This is an optimization exercise on Yosys and OpenROAD, whose aim is small area, a short achievable clock period and few clock cycles, not a production implementation. RTL that was checked went through simulation tests only; none was proved equivalent to the original. No driver is modelled on the clock port, so clocking that relies on it looks cheaper here than on a real chip. No activity file was given, so power comes from the tool's default toggle rates.

== nickel ==
==> module median_fliter, before the edit <==
module median_fliter(
  input                  clk,
  input                  rst,
  input               enable,
  input  [7:0]     RAM_IMG_Q,
  input  [7:0]     RAM_OUT_Q,
  output          RAM_IMG_OE,
  output          RAM_IMG_WE,
  output [15:0]    RAM_IMG_A,
  output [7:0]     RAM_IMG_D,
  output          RAM_OUT_OE,
  output          RAM_OUT_WE,
  output [15:0]    RAM_OUT_A,
  output [7:0]     RAM_OUT_D,
  output                done
);
  localparam LK = 3;             
  localparam K  = 1 << LK;       
  localparam L  = K + 2;         
  localparam [3:0] RI_LAST = L - 1;
  reg        go;         
  reg        running;    
  reg        oe;         
  reg        first;      
  reg        flush;      
  reg  [7:0] rrow;       
  reg  [7:0] rcol;       
  reg  [3:0] ri;         
  reg        ri_last;    
  reg        done_reg;
  reg  [4:0] vp;         
  wire row_pad  = ((ri == 4'd0) & (rrow == 8'd255)) | (ri_last & (rrow == 8'd0));
  always @(posedge clk, posedge rst) begin
    if (rst) begin
      go      <= 1'b0;
      running <= 1'b0;
      oe      <= 1'b0;
    end else begin
      go <= enable & ~running & ~go;
      if (go) begin
        running <= 1'b1;
        oe      <= 1'b1;
      end else if (ri_last) begin
        if (rcol == 8'd255 && rrow == 8'd0) oe <= 1'b0;    
        if (flush) running <= 1'b0;
      end
    end
  end
  always @(posedge clk) begin
    if (go) begin
      first <= 1'b1;
      flush <= 1'b0;
      rrow  <= 8'd255;
      rcol  <= 8'd0;
      ri      <= 4'd0;
      ri_last <= 1'b0;
    end else if (!ri_last) begin
      ri      <= ri + 4'd1;
      ri_last <= (ri == RI_LAST - 4'd1);
      rrow <= rrow + 8'd1;
    end else begin
      ri      <= 4'd0;
      ri_last <= 1'b0;
      first   <= 1'b0;
      rcol  <= rcol + 8'd1;
      if (rcol == 8'd255) begin
        rrow <= rrow - 8'd1;
        if (rrow == 8'd0) flush <= 1'b1;
      end else begin
        rrow <= rrow - RI_LAST;
      end
    end
  end
  wire v0  = running & ~first & (ri >= 4'd2);   
  wire mn0 = (rcol == 8'd0);                    
  reg       pad1;
  reg [1:0] mn;
  always @(posedge clk, posedge rst) begin
    if (rst) vp <= 5'd0;
    else     vp <= {vp[3:0], v0};
  end
  always @(posedge clk) begin
    pad1 <= row_pad;
    mn   <= {mn[0], mn0};
  end
  reg [7:0] din;
  reg [7:0] dl [1:2*L];
  integer k;
  always @(posedge clk) begin
    din     <= RAM_IMG_Q & {8{~pad1}};
    dl[1]   <= din;
    for (k = 2; k <= 2*L; k = k + 1) dl[k] <= dl[k-1];
    dl[L+1] <= dl[L] & {8{~mn[1]}};
  end
  wire [7:0] ta = dl[2*L];                  
  wire [7:0] tb = dl[L];                    
  wire [7:0] tc = din & {8{~mn[1]}};        
  function gt8(input [7:0] a, input [7:0] b);
    reg [7:0] g, p;
    reg [3:0] g1, p1;
    reg [1:0] g2, p2;
    integer i;
    begin
      g = a & ~b;
      p = a | ~b;
      for (i = 0; i < 4; i = i + 1) begin
        g1[i] = g[2*i+1] | (p[2*i+1] & g[2*i]);
        p1[i] = p[2*i+1] & p[2*i];
      end
      for (i = 0; i < 2; i = i + 1) begin
        g2[i] = g1[2*i+1] | (p1[2*i+1] & g1[2*i]);
        p2[i] = p1[2*i+1] & p1[2*i];
      end
      gt8 = g2[1] | (p2[1] & g2[0]);
    end
  endfunction
  function [7:0] max3(input [7:0] a, input [7:0] b, input [7:0] c);
    reg x, y, z;
    begin
      x = gt8(a, b);
      y = gt8(b, c);
      z = gt8(a, c);
      max3 = (x & z) ? a : (~x & y) ? b : c;
    end
  endfunction
  function [7:0] min3(input [7:0] a, input [7:0] b, input [7:0] c);
    reg x, y, z;
    begin
      x = gt8(a, b);
      y = gt8(b, c);
      z = gt8(a, c);
      min3 = (~x & ~z) ? a : (x & ~y) ? b : c;
    end
  endfunction
  function [7:0] med3(input [7:0] a, input [7:0] b, input [7:0] c);
    reg x, y, z;
    begin
      x = gt8(a, b);
      y = gt8(b, c);
      z = gt8(a, c);
      med3 = (x ^ z) ? a : (x ^ y) ? c : b;
    end
  endfunction
  reg [7:0] lo0, md0, hi0, lo1, md1, hi1, md2, lo12, hi12;
  always @(posedge clk) begin
    lo0  <= min3(ta, tb, tc);
    md0  <= med3(ta, tb, tc);
    hi0  <= max3(ta, tb, tc);
    lo1  <= lo0;  md1 <= md0;  hi1 <= hi0;
    md2  <= md1;
    lo12 <= gt8(lo0, lo1) ? lo0 : lo1;
    hi12 <= gt8(hi0, hi1) ? hi1 : hi0;
  end
  reg [7:0] mxlo, mdmd, mnhi, dout;
  always @(posedge clk) begin
    mxlo <= gt8(lo12, lo0) ? lo12 : lo0;
    mdmd <= med3(md0, md1, md2);
    mnhi <= gt8(hi12, hi0) ? hi0 : hi12;
    dout <= med3(mxlo, mdmd, mnhi);
  end
  wire we = vp[4];
  reg [15:0] wa;      
  reg        wlast;   
  always @(posedge clk) begin
    if (go) begin
      wa    <= 16'hffff;
      wlast <= 1'b0;
    end else if (vp[3]) begin
      wa    <= wa + 16'd1;
      wlast <= (wa == 16'hfffe);
    end
  end
  always @(posedge clk, posedge rst) begin
    if (rst) done_reg <= 1'b0;
    else if (enable && !running) done_reg <= 1'b0;
    else if (we && wlast) done_reg <= 1'b1;
  end
  assign RAM_IMG_OE = oe;
  assign RAM_IMG_WE = 1'b0;
  assign RAM_IMG_A  = {rrow, rcol};
  assign RAM_IMG_D  = 8'd0;
  assign RAM_OUT_OE = 1'b0;
  assign RAM_OUT_WE = we;
  assign RAM_OUT_A  = {wa[15:8+LK], wa[LK-1:0], wa[7+LK:LK]};
  assign RAM_OUT_D  = dout;
  assign done       = done_reg;
endmodule
export LEC_CHECK = 0
export CAP_MARGIN = 20
export CORE_MARGIN = 2
export CORE_UTILIZATION = 65
export PLACE_DENSITY = 0.75
export SLEW_MARGIN = 20
create_clock -name core_clock -period 10.0 [get_ports {clk}]
standard.sh (not shown) runs the stock make flow with config.mk's settings and CLKGATE_MAP_FILE= SYNTH_SCRIPT=/design/flow/synth_recipe.tcl, a recipe that flattens the netlist after the stock synthesis.
==> flow/flow/run.sh <==
#!/bin/bash
# The standard layout (the standard.sh, standard synthesis) with: ports
# buffered by buf_4, clock tree sinks clustered by 30 without dummy loads, and
# after CTS the flip-flops that drive output ports given drive strength 2.
set -euo pipefail
bash standard.sh BUFFER_PORTS_ARGS="-buffer_cell sky130_fd_sc_hd__buf_4" \
  CTS_ARGS="-sink_clustering_enable -repair_clock_nets -sink_clustering_size 30 -sink_clustering_max_diameter 100 -dont_use_dummy_load -sink_clustering_levels 1" \
  POST_CTS_TCL="$PWD/flow/post_cts.tcl" finish > standard.log 2>&1
==> flow/flow/post_cts.tcl <==
# Give each flip-flop that drives an output port's buffer a stronger drive.
proc upsize_output_flops {strength} {
  set db [ord::get_db]
  set block [ord::get_db_block]
  set n 0
  foreach bt [$block getBTerms] {
    if {[$bt getIoType] != "OUTPUT"} { continue }
    set net [$bt getNet]
    if {$net == "NULL"} { continue }
    foreach it [$net getITerms] {
      if {![$it isOutputSignal]} { continue }
      set buf [$it getInst]
      foreach bit [$buf getITerms] {
        if {![$bit isInputSignal]} { continue }
        set bnet [$bit getNet]
        if {$bnet == "NULL"} { continue }
        foreach dit [$bnet getITerms] {
          if {![$dit isOutputSignal]} { continue }
          set inst [$dit getInst]
          set master [[$inst getMaster] getName]
          if {[regexp {^(sky130_fd_sc_hd__df\w+)_1$} $master -> base]} {
            set new [$db findMaster ${base}_$strength]
            if {$new != "NULL"} {
              $inst swapMaster $new
              incr n
            }
          }
        }
      }
    }
  }
  puts "upsize: $n output flip-flops to drive $strength"
}

upsize_output_flops 2
Testbench counts of nickel, summed over its fixed seeds: cycles 327,748.
Inputs modified between nickel and indigo:
--- a/flow/design.v
+++ b/flow/design.v
@@ -26,9 +26,9 @@
   reg  [7:0] rrow;       
   reg  [7:0] rcol;       
   reg  [3:0] ri;         
-  reg        ri_last;    
   reg        done_reg;
   reg  [4:0] vp;         
+  wire ri_last  = (ri == RI_LAST);
   wire row_pad  = ((ri == 4'd0) & (rrow == 8'd255)) | (ri_last & (rrow == 8'd0));
   always @(posedge clk, posedge rst) begin
     if (rst) begin
@@ -52,16 +52,13 @@
       flush <= 1'b0;
       rrow  <= 8'd255;
       rcol  <= 8'd0;
-      ri      <= 4'd0;
-      ri_last <= 1'b0;
+      ri    <= 4'd0;
     end else if (!ri_last) begin
-      ri      <= ri + 4'd1;
-      ri_last <= (ri == RI_LAST - 4'd1);
+      ri   <= ri + 4'd1;
       rrow <= rrow + 8'd1;
     end else begin
-      ri      <= 4'd0;
-      ri_last <= 1'b0;
-      first   <= 1'b0;
+      ri    <= 4'd0;
+      first <= 1'b0;
       rcol  <= rcol + 8'd1;
       if (rcol == 8'd255) begin
         rrow <= rrow - 8'd1;
Notes after the runs:
Cmp indigo and nickel / detailed-route wire length / higher: indigo
Compared with nickel, indigo has extra setup slack.
Combinational power was lower in nickel than in indigo.
Delta (indigo minus nickel): sequential share of layout area now smaller, total met2 wirelength after detailed routing up about 13%.
indigo vs. nickel: combinational share of power went up by 1.6 points.
In indigo, multi-input combinational gate total is lower than in nickel.
Of indigo and nickel, indigo shows the lower synthesized-area fraction occupied by ao, oa, aoi and oai cells, with nickel above it.
For indigo, only the layout was checked, not whether the RTL still works.


The RTL this note starts from:
==> flow/design.v <==
module median_fliter(
  input                  clk,
  input                  rst,
  input               enable,
  input  [7:0]     RAM_IMG_Q,
  input  [7:0]     RAM_OUT_Q,
  output          RAM_IMG_OE,
  output          RAM_IMG_WE,
  output [15:0]    RAM_IMG_A,
  output [7:0]     RAM_IMG_D,
  output          RAM_OUT_OE,
  output          RAM_OUT_WE,
  output [15:0]    RAM_OUT_A,
  output [7:0]     RAM_OUT_D,
  output                done
);
  localparam LK = 3;             
  localparam K  = 1 << LK;       
  localparam L  = K + 2;         
  localparam [3:0] RI_LAST = L - 1;
  reg        go;         
  reg        running;    
  reg        oe;         
  reg        first;      
  reg        flush;      
  reg  [7:0] rrow;       
  reg  [7:0] rcol;       
  reg  [3:0] ri;         
  reg        done_reg;
  reg  [4:0] vp;         
  wire ri_last  = (ri == RI_LAST);
  wire row_pad  = ((ri == 4'd0) & (rrow == 8'd255)) | (ri_last & (rrow == 8'd0));
  always @(posedge clk, posedge rst) begin
    if (rst) begin
      go      <= 1'b0;
      running <= 1'b0;
      oe      <= 1'b0;
    end else begin
      go <= enable & ~running & ~go;
      if (go) begin
        running <= 1'b1;
        oe      <= 1'b1;
      end else if (ri_last) begin
        if (rcol == 8'd255 && rrow == 8'd0) oe <= 1'b0;    
        if (flush) running <= 1'b0;
      end
    end
  end
  always @(posedge clk) begin
    if (go) begin
      first <= 1'b1;
      flush <= 1'b0;
      rrow  <= 8'd255;
      rcol  <= 8'd0;
      ri    <= 4'd0;
    end else if (!ri_last) begin
      ri   <= ri + 4'd1;
      rrow <= rrow + 8'd1;
    end else begin
      ri    <= 4'd0;
      first <= 1'b0;
      rcol  <= rcol + 8'd1;
      if (rcol == 8'd255) begin
        rrow <= rrow - 8'd1;
        if (rrow == 8'd0) flush <= 1'b1;
      end else begin
        rrow <= rrow - RI_LAST;
      end
    end
  end
  wire v0  = running & ~first & (ri >= 4'd2);   
  wire mn0 = (rcol == 8'd0);                    
  reg       pad1;
  reg [1:0] mn;
  always @(posedge clk, posedge rst) begin
    if (rst) vp <= 5'd0;
    else     vp <= {vp[3:0], v0};
  end
  always @(posedge clk) begin
    pad1 <= row_pad;
    mn   <= {mn[0], mn0};
  end
  reg [7:0] din;
  reg [7:0] dl [1:2*L];
  integer k;
  always @(posedge clk) begin
    din     <= RAM_IMG_Q & {8{~pad1}};
    dl[1]   <= din;
    for (k = 2; k <= 2*L; k = k + 1) dl[k] <= dl[k-1];
    dl[L+1] <= dl[L] & {8{~mn[1]}};
  end
  wire [7:0] ta = dl[2*L];                  
  wire [7:0] tb = dl[L];                    
  wire [7:0] tc = din & {8{~mn[1]}};        
  function gt8(input [7:0] a, input [7:0] b);
    reg [7:0] g, p;
    reg [3:0] g1, p1;
    reg [1:0] g2, p2;
    integer i;
    begin
      g = a & ~b;
      p = a | ~b;
      for (i = 0; i < 4; i = i + 1) begin
        g1[i] = g[2*i+1] | (p[2*i+1] & g[2*i]);
        p1[i] = p[2*i+1] & p[2*i];
      end
      for (i = 0; i < 2; i = i + 1) begin
        g2[i] = g1[2*i+1] | (p1[2*i+1] & g1[2*i]);
        p2[i] = p1[2*i+1] & p1[2*i];
      end
      gt8 = g2[1] | (p2[1] & g2[0]);
    end
  endfunction
  function [7:0] max3(input [7:0] a, input [7:0] b, input [7:0] c);
    reg x, y, z;
    begin
      x = gt8(a, b);
      y = gt8(b, c);
      z = gt8(a, c);
      max3 = (x & z) ? a : (~x & y) ? b : c;
    end
  endfunction
  function [7:0] min3(input [7:0] a, input [7:0] b, input [7:0] c);
    reg x, y, z;
    begin
      x = gt8(a, b);
      y = gt8(b, c);
      z = gt8(a, c);
      min3 = (~x & ~z) ? a : (x & ~y) ? b : c;
    end
  endfunction
  function [7:0] med3(input [7:0] a, input [7:0] b, input [7:0] c);
    reg x, y, z;
    begin
      x = gt8(a, b);
      y = gt8(b, c);
      z = gt8(a, c);
      med3 = (x ^ z) ? a : (x ^ y) ? c : b;
    end
  endfunction
  reg [7:0] lo0, md0, hi0, lo1, md1, hi1, lo2, md2, hi2;
  always @(posedge clk) begin
    lo0 <= min3(ta, tb, tc);
    md0 <= med3(ta, tb, tc);
    hi0 <= max3(ta, tb, tc);
    lo1 <= lo0;  md1 <= md0;  hi1 <= hi0;
    lo2 <= lo1;  md2 <= md1;  hi2 <= hi1;
  end
  reg [7:0] mxlo, mdmd, mnhi, dout;
  always @(posedge clk) begin
    mxlo <= max3(lo0, lo1, lo2);
    mdmd <= med3(md0, md1, md2);
    mnhi <= min3(hi0, hi1, hi2);
    dout <= med3(mxlo, mdmd, mnhi);
  end
  wire we = vp[4];
  reg [15:0] wa;      
  reg        wlast;   
  always @(posedge clk) begin
    if (go) begin
      wa    <= 16'hffff;
      wlast <= 1'b0;
    end else if (vp[3]) begin
      wa    <= wa + 16'd1;
      wlast <= (wa == 16'hfffe);
    end
  end
  always @(posedge clk, posedge rst) begin
    if (rst) done_reg <= 1'b0;
    else if (enable && !running) done_reg <= 1'b0;
    else if (we && wlast) done_reg <= 1'b1;
  end
  assign RAM_IMG_OE = oe;
  assign RAM_IMG_WE = 1'b0;
  assign RAM_IMG_A  = {rrow, rcol};
  assign RAM_IMG_D  = 8'd0;
  assign RAM_OUT_OE = 1'b0;
  assign RAM_OUT_WE = we;
  assign RAM_OUT_A  = {wa[15:8+LK], wa[LK-1:0], wa[7+LK:LK]};
  assign RAM_OUT_D  = dout;
  assign done       = done_reg;
endmodule
clock: 10.0 ns
lec_check: 0
cap_margin: 20
core_margin: 2
core_utilization: 65
place_density: 0.75
slew_margin: 20
==> flow/flow/run.sh <==
#!/bin/bash
set -euo pipefail
bash standard.sh BUFFER_PORTS_ARGS="-buffer_cell sky130_fd_sc_hd__buf_4" CTS_ARGS="-sink_clustering_enable -repair_clock_nets -sink_clustering_size 30 -sink_clustering_max_diameter 100 -dont_use_dummy_load -sink_clustering_levels 1" finish > standard.log 2>&1
Testbench counts at the start, summed over its fixed seeds: cycles 327,748.
Next try:
--- a/flow/design.v
+++ b/flow/design.v
@@ -136,23 +136,25 @@
       y = gt8(b, c);
       z = gt8(a, c);
       med3 = (x ^ z) ? a : (x ^ y) ? c : b;
     end
   endfunction
-  reg [7:0] lo0, md0, hi0, lo1, md1, hi1, lo2, md2, hi2;
+  reg [7:0] lo0, md0, hi0, lo1, md1, hi1, md2, lo12, hi12;
   always @(posedge clk) begin
-    lo0 <= min3(ta, tb, tc);
-    md0 <= med3(ta, tb, tc);
-    hi0 <= max3(ta, tb, tc);
-    lo1 <= lo0;  md1 <= md0;  hi1 <= hi0;
-    lo2 <= lo1;  md2 <= md1;  hi2 <= hi1;
+    lo0  <= min3(ta, tb, tc);
+    md0  <= med3(ta, tb, tc);
+    hi0  <= max3(ta, tb, tc);
+    lo1  <= lo0;  md1 <= md0;  hi1 <= hi0;
+    md2  <= md1;
+    lo12 <= gt8(lo0, lo1) ? lo0 : lo1;
+    hi12 <= gt8(hi0, hi1) ? hi1 : hi0;
   end
   reg [7:0] mxlo, mdmd, mnhi, dout;
   always @(posedge clk) begin
-    mxlo <= max3(lo0, lo1, lo2);
+    mxlo <= gt8(lo12, lo0) ? lo12 : lo0;
     mdmd <= med3(md0, md1, md2);
-    mnhi <= min3(hi0, hi1, hi2);
+    mnhi <= gt8(hi12, hi0) ? hi0 : hi12;
     dout <= med3(mxlo, mdmd, mnhi);
   end
   wire we = vp[4];
   reg [15:0] wa;      
   reg        wlast;   
- The changed run passed the timing, DRC and antenna checks
- worst setup slack got worse by 20 ps
- clock-buffer cell count stays the same
- global-route usage falls by 0.58 points
- power falls by 4.9%
- cell count falls by 0.72%
- non-clock buffer count rises by 4
- sequential power falls by about 2%
- via count falls by 3.1%
- routed wire length falls by 5.1%
- sequential share of layout area rises by 0.22 points
- area after synthesis falls by 0.69%
- die area falls by 0.67%
- clock skew rises by 18 ps
- core utilization stays flat
Only the layout flow was run in the second run of this note; the RTL was not checked for function there.

-- afterwards: timing with drivers on the ports --
How much do the figures lean on ideal ports? The routed layouts below were timed once more, with nothing changed but the port constraints.
Step 1, drivers: a clkbuf_16 drives clk and a buf_2 each remaining input, both assumed.
Step 2 adds t to the input delays and takes it off the output delays; t is the mean of the earliest and latest rising clock arrival at the registers after step 1. Input paths then give back, and output paths get back, about the clock's delay inside the block.
Three values: ideal ports, drivers, drivers and shift; two values: the first two.
| run | t (ns) | setup WS [ns] | worst setup path after step 2 |
|---|---|---|---|
| nickel | 0.509 | 6.678 / 6.678 / 6.678 | register to register |
| indigo | 0.516 | 6.917 / 6.888 / 6.917 | register to register |
| the first run of note 2 | 0.510 | 6.901 / 6.860 / 7.035 | register to register |
| the second run of note 2 | 0.514 | 6.881 / 6.839 / 6.900 | register to register |
After both steps setup and hold are still met in every run listed.
